What follows belongs to an exercise in optimizing a design on an open flow for small area; a production flow would make more cautious choices.
The RTL was checked by simulation tests, not by an equivalence proof against the original design.
No driver is modelled on the clock port, so clock power and skew are understated where the tree is cut down; a real chip needs a root buffer or a tree.
Power is estimated from default activity; no workload was simulated.

## alpha
==> flow/design.v (excerpt) <==
module pulse_gen (
	input 	i_clk,			 
	input 	i_reset,		 
	input 	i_spi_clk,		 
	input 	i_spi_nCS,		 
	input 	i_spi_mosi,		 
	input 	start_nstop,	 
	output 	o_led,			 
	output	o_activity		 
);
wire w_rise, w_cs_active;
SPI_slave my_spi (
	.i_clk (i_clk),
	.i_reset_n (i_reset),
	.i_cs (i_spi_nCS),
	.i_s_clk (i_spi_clk),
	.o_rise (w_rise),
	.o_cs_active (w_cs_active)
);
reg [63:0] r_conf;
reg        r_armed;			 
reg        r_act;			 
reg        r_ph;			 
reg        r_led;
reg [39:0] r_cnt;
wire w_got = r_cnt[6];
wire w_shift     = w_rise & ~r_armed & ~w_got;
wire w_byte_done = w_shift & (r_cnt[2:0] == 3'b111);
always @(posedge i_clk) begin
	if (w_shift)
		r_conf[7:0] <= {r_conf[6:0], i_spi_mosi};
	if (w_byte_done && r_cnt[5:3] != 3'b111)
		r_conf[63:8] <= {r_conf[55:8], r_conf[6:0], i_spi_mosi};
end
wire [40:0] w_carry;
assign w_carry[0] = r_armed ? r_act : (w_got | w_rise);
genvar i;
generate
	for (i = 0; i < 40; i = i + 1) begin : g_inc
		assign w_carry[i+1] = w_carry[i] & r_cnt[i];
	end
endgenerate
wire w_end = w_carry[40];	 
  ...
Settings: LEC_CHECK=0, ABC_AREA=1, CAP_MARGIN=20, CORE_MARGIN=2, CORE_UTILIZATION=65, SLEW_MARGIN=20; clock period 10.0 ns.
standard.sh (not shown) runs the stock make flow with config.mk's settings and CLKGATE_MAP_FILE= SYNTH_SCRIPT=/design/flow/synth_recipe.tcl, a recipe that flattens the netlist after the stock synthesis.
==> flow/flow/run.sh <==
#!/bin/bash
# Standard ORFS layout with two changes:
#  - ports are buffered with sky130_fd_sc_hd__buf_1 instead of the default pick;
#  - the clock tree is built by flow/pre_cts.tcl in place of TritonCTS: the
#    clock port drives one root inverter (CLK_ROOT), which drives CLK_NBUF leaf
#    inverters (CLK_LEAF), each driving one cluster of flip-flops (k-means, at most ceil(n/CLK_NBUF) each). The rest of
#    cts.tcl (legalisation, timing repair) runs as usual.
set -euo pipefail
here=$(pwd)
export BUFFER_PORTS_ARGS="-buffer_cell sky130_fd_sc_hd__buf_1"
export PRE_CTS_TCL="$here/flow/pre_cts.tcl"
export CLK_NBUF=3
export CLK_ROOT=sky130_fd_sc_hd__inv_4
export CLK_LEAF=sky130_fd_sc_hd__inv_16
bash standard.sh finish > "$here/standard_flow.log" 2>&1
==> flow/flow/pre_cts.tcl <==
# Replaces TritonCTS with a small balanced clock tree: the clock port drives
# one root inverter (CLK_ROOT), which drives CLK_NBUF leaf inverters
# (CLK_LEAF), each driving one cluster of flip-flops (k-means on their placed
# positions) from its centroid. Two inversions: the flip-flops see i_clk.
rename clock_tree_synthesis orig_clock_tree_synthesis
proc clock_tree_synthesis {args} {
  set nbuf $::env(CLK_NBUF)
  set db [ord::get_db]
  set block [ord::get_db_block]
  set dbu [$block getDbUnitsPerMicron]
  set net [$block findNet i_clk]
  set its {}
  set xs {}
  set ys {}
  foreach it [$net getITerms] {
    set inst [$it getInst]
    set bb [$inst getBBox]
    lappend its $it
    lappend xs [expr {([$bb xMin] + [$bb xMax]) / 2.0 / $dbu}]
    lappend ys [expr {([$bb yMin] + [$bb yMax]) / 2.0 / $dbu}]
  }
  set n [llength $its]
  puts "manual CTS: $n sinks, root $::env(CLK_ROOT), $nbuf x $::env(CLK_LEAF)"
  set order [lsort -integer -indices [lmap x $xs {expr {int($x*1000)}}]]
  set cx {}; set cy {}
  for {set k 0} {$k < $nbuf} {incr k} {
    set i [lindex $order [expr {int(($k + 0.5) * $n / $nbuf)}]]
    lappend cx [lindex $xs $i]; lappend cy [lindex $ys $i]
  }
  for {set iter 0} {$iter < 50} {incr iter} {
    set assign {}
    for {set i 0} {$i < $n} {incr i} {
      set best 0; set bd 1e18
      for {set k 0} {$k < $nbuf} {incr k} {
        set d [expr {pow([lindex $xs $i]-[lindex $cx $k],2) + pow([lindex $ys $i]-[lindex $cy $k],2)}]
        if {$d < $bd} {set bd $d; set best $k}
      }
      lappend assign $best
    }
    set ncx {}; set ncy {}
    for {set k 0} {$k < $nbuf} {incr k} {
      set sx 0; set sy 0; set c 0
      for {set i 0} {$i < $n} {incr i} {
        if {[lindex $assign $i] == $k} {set sx [expr {$sx+[lindex $xs $i]}]; set sy [expr {$sy+[lindex $ys $i]}]; incr c}
      }
      if {$c > 0} {lappend ncx [expr {$sx/$c}]; lappend ncy [expr {$sy/$c}]} else {lappend ncx [lindex $cx $k]; lappend ncy [lindex $cy $k]}
    }
    set cx $ncx; set cy $ncy
  }
  # rebalance: at most ceil(n/nbuf) sinks per leaf; sinks that gain the most
  # from their nearest centre are placed first
  set cap [expr {($n + $nbuf - 1) / $nbuf}]
  set pref {}
  for {set i 0} {$i < $n} {incr i} {
    set ds {}
    for {set k 0} {$k < $nbuf} {incr k} {
      lappend ds [list $k [expr {sqrt(pow([lindex $xs $i]-[lindex $cx $k],2) + pow([lindex $ys $i]-[lindex $cy $k],2))}]]
    }
    set ds [lsort -real -index 1 $ds]
    set regret [expr {[llength $ds] > 1 ? [lindex $ds 1 1] - [lindex $ds 0 1] : 0}]
    lappend pref [list $i $regret [lmap d $ds {lindex $d 0}]]
  }
  set pref [lsort -real -decreasing -index 1 $pref]
  set used [lrepeat $nbuf 0]
  set assign [lrepeat $n 0]
  foreach p $pref {
    foreach k [lindex $p 2] {
      if {[lindex $used $k] < $cap} {
        lset assign [lindex $p 0] $k
        lset used $k [expr {[lindex $used $k] + 1}]
        break
      }
    }
  }
  for {set k 0} {$k < $nbuf} {incr k} {
    set sx 0; set sy 0; set c 0
    for {set i 0} {$i < $n} {incr i} {
      if {[lindex $assign $i] == $k} {set sx [expr {$sx+[lindex $xs $i]}]; set sy [expr {$sy+[lindex $ys $i]}]; incr c}
    }
    if {$c > 0} {lset cx $k [expr {$sx/$c}]; lset cy $k [expr {$sy/$c}]}
  }
  set mroot [$db findMaster $::env(CLK_ROOT)]
  set mleaf [$db findMaster $::env(CLK_LEAF)]
  set root [odb::dbInst_create $block $mroot clkinv_root]
  set rnet [odb::dbNet_create $block clknet_root]
  $rnet setSigType CLOCK
  [$root findITerm A] connect $net
  [$root findITerm Y] connect $rnet
  set mx 0; set my 0
  for {set k 0} {$k < $nbuf} {incr k} { set mx [expr {$mx + [lindex $cx $k]/$nbuf}]; set my [expr {$my + [lindex $cy $k]/$nbuf}] }
  $root setLocation [expr {int($mx*$dbu)}] [expr {int($my*$dbu)}]
  $root setPlacementStatus PLACED
  for {set k 0} {$k < $nbuf} {incr k} {
    set leaf [odb::dbInst_create $block $mleaf clkinv_leaf_$k]
    set lnet [odb::dbNet_create $block clknet_leaf_$k]
    $lnet setSigType CLOCK
    [$leaf findITerm A] connect $rnet
    [$leaf findITerm Y] connect $lnet
    $leaf setLocation [expr {int([lindex $cx $k]*$dbu)}] [expr {int([lindex $cy $k]*$dbu)}]
    $leaf setPlacementStatus PLACED
    set c 0
    for {set i 0} {$i < $n} {incr i} {
      if {[lindex $assign $i] == $k} {
        set it [lindex $its $i]
        $it disconnect
        $it connect $lnet
        incr c
      }
    }
    puts "manual CTS: leaf $k at [lindex $cx $k] [lindex $cy $k] drives $c sinks"
  }
  $net setSigType CLOCK
  set_propagated_clock [all_clocks]
}
Per the final summary, alpha finished and its layout is clean on timing, DRC and antenna.
## Diff of input files: beta against alpha
Settings: CORE_UTILIZATION: 65 -> 75.
-- flow/flow/run.sh --
<<< alpha, line 4
#  - the clock tree is built by flow/pre_cts.tcl in place of TritonCTS: the
#    clock port drives one root inverter (CLK_ROOT), which drives CLK_NBUF leaf
#    inverters (CLK_LEAF), each driving one cluster of flip-flops (k-means, at most ceil(n/CLK_NBUF) each). The rest of
#    cts.tcl (legalisation, timing repair) runs as usual.
set -euo pipefail
>>> beta, line 4
#  - the clock tree is built by flow/pre_cts.tcl in place of TritonCTS: the
#    clock port drives one root inverter (CLK_ROOT), which drives CLK_NBUF leaf
#    inverters (CLK_LEAF), each driving one cluster of flip-flops. The rest of
#    cts.tcl (legalisation, timing repair) runs as usual.
set -euo pipefail
-- flow/flow/pre_cts.tcl --
<<< alpha, line 48
    set cx $ncx; set cy $ncy
  }
  # rebalance: at most ceil(n/nbuf) sinks per leaf; sinks that gain the most
  # from their nearest centre are placed first
  set cap [expr {($n + $nbuf - 1) / $nbuf}]
  set pref {}
  for {set i 0} {$i < $n} {incr i} {
    set ds {}
    for {set k 0} {$k < $nbuf} {incr k} {
      lappend ds [list $k [expr {sqrt(pow([lindex $xs $i]-[lindex $cx $k],2) + pow([lindex $ys $i]-[lindex $cy $k],2))}]]
    }
    set ds [lsort -real -index 1 $ds]
    set regret [expr {[llength $ds] > 1 ? [lindex $ds 1 1] - [lindex $ds 0 1] : 0}]
    lappend pref [list $i $regret [lmap d $ds {lindex $d 0}]]
  }
  set pref [lsort -real -decreasing -index 1 $pref]
  set used [lrepeat $nbuf 0]
  set assign [lrepeat $n 0]
  foreach p $pref {
    foreach k [lindex $p 2] {
      if {[lindex $used $k] < $cap} {
        lset assign [lindex $p 0] $k
        lset used $k [expr {[lindex $used $k] + 1}]
        break
      }
    }
  }
  for {set k 0} {$k < $nbuf} {incr k} {
    set sx 0; set sy 0; set c 0
    for {set i 0} {$i < $n} {incr i} {
      if {[lindex $assign $i] == $k} {set sx [expr {$sx+[lindex $xs $i]}]; set sy [expr {$sy+[lindex $ys $i]}]; incr c}
    }
    if {$c > 0} {lset cx $k [expr {$sx/$c}]; lset cy $k [expr {$sy/$c}]}
  }
  set mroot [$db findMaster $::env(CLK_ROOT)]
  set mleaf [$db findMaster $::env(CLK_LEAF)]
>>> beta, line 48
    set cx $ncx; set cy $ncy
  }
  set mroot [$db findMaster $::env(CLK_ROOT)]
  set mleaf [$db findMaster $::env(CLK_LEAF)]
--- outcome ---
First-pass GRT wire length, beta vs alpha: up by a few percent. [compare] base=alpha new=beta: aggregate routed wire length went up about 4.3%; slack of the critical path decreased by 0.018 ns relative to the old numbers; part of the cycle the worst path needs now sits higher. Clock period minus final worst setup slack: beta > alpha. ~same clock transition at the register clock pins on the worst setup and hold paths after CTS in beta and alpha. Changes observed in beta relative to alpha: via count of the first global-routing pass went up 7.7%, power saw little to no change.
The inputs of gamma differ from those of beta as listed below.
Settings: CORE_UTILIZATION: 75 -> 60.
-- flow/flow/run.sh --
<<< beta, line 10
export BUFFER_PORTS_ARGS="-buffer_cell sky130_fd_sc_hd__buf_1"
export PRE_CTS_TCL="$here/flow/pre_cts.tcl"
export CLK_NBUF=3
export CLK_ROOT=sky130_fd_sc_hd__inv_4
export CLK_LEAF=sky130_fd_sc_hd__inv_16
bash standard.sh finish > "$here/standard_flow.log" 2>&1
>>> gamma, line 10
export BUFFER_PORTS_ARGS="-buffer_cell sky130_fd_sc_hd__buf_1"
export PRE_CTS_TCL="$here/flow/pre_cts.tcl"
export CLK_NBUF=4
export CLK_ROOT=sky130_fd_sc_hd__inv_4
export CLK_LEAF=sky130_fd_sc_hd__inv_12
bash standard.sh finish > "$here/standard_flow.log" 2>&1
Findings:
Per the comparison of gamma with beta, number of filler instances in the final layout increased by 198 relative to the old numbers, total die area went up 24%, total power about even. NOTE: length in cells of the worst reg-to-reg path in gamma falls short of that of beta. Post-route clock period utilization, beta and gamma: larger value in beta. ~same adder-cell share of the synthesized area in beta and gamma. gamma vs beta: register-to-register slack up. Against beta as the reference, gamma delivers a lower sequential share of layout area.
In every run of this note, the design's own scripts or RTL, not TritonCTS, make the clock network.

what the ideal ports hide:
No port has a modelled driver above. Below, the same layouts with a new extraction and two added sets of constraints.
Step 1 (the two cells are an assumption about what drives the block):
set clk [get_ports {i_clk}]
set_driving_cell -lib_cell sky130_fd_sc_hd__clkbuf_16 $clk
set_driving_cell -lib_cell sky130_fd_sc_hd__buf_2 [delete_from_list [all_inputs] $clk]
Step 2 times the ports against the registers' clock, not the clock port: input delays grow and output delays shrink by t, the midpoint of the rising clock arrivals with the driver on.
a / b / c = ideal ports / drivers / drivers and shift; a / b = the first two.
run | t, ns | setup WS [ns] | latest minus earliest clock arrival (ns) | cell pins on the clock port's net
alpha | 0.287 | 0.433 / 0.442 / 0.155 | 0.008 / 0.008 | 1
beta | 0.284 | 0.415 / 0.428 / 0.144 | 0.015 / 0.016 | 1
gamma | 0.288 | 0.479 / 0.492 / 0.203 | 0.013 / 0.013 | 1
After both steps setup and hold are still met in every run listed. The setup slack of alpha, which loses most, moves by +0.009 ns with the drivers and by -0.278 ns with both steps.
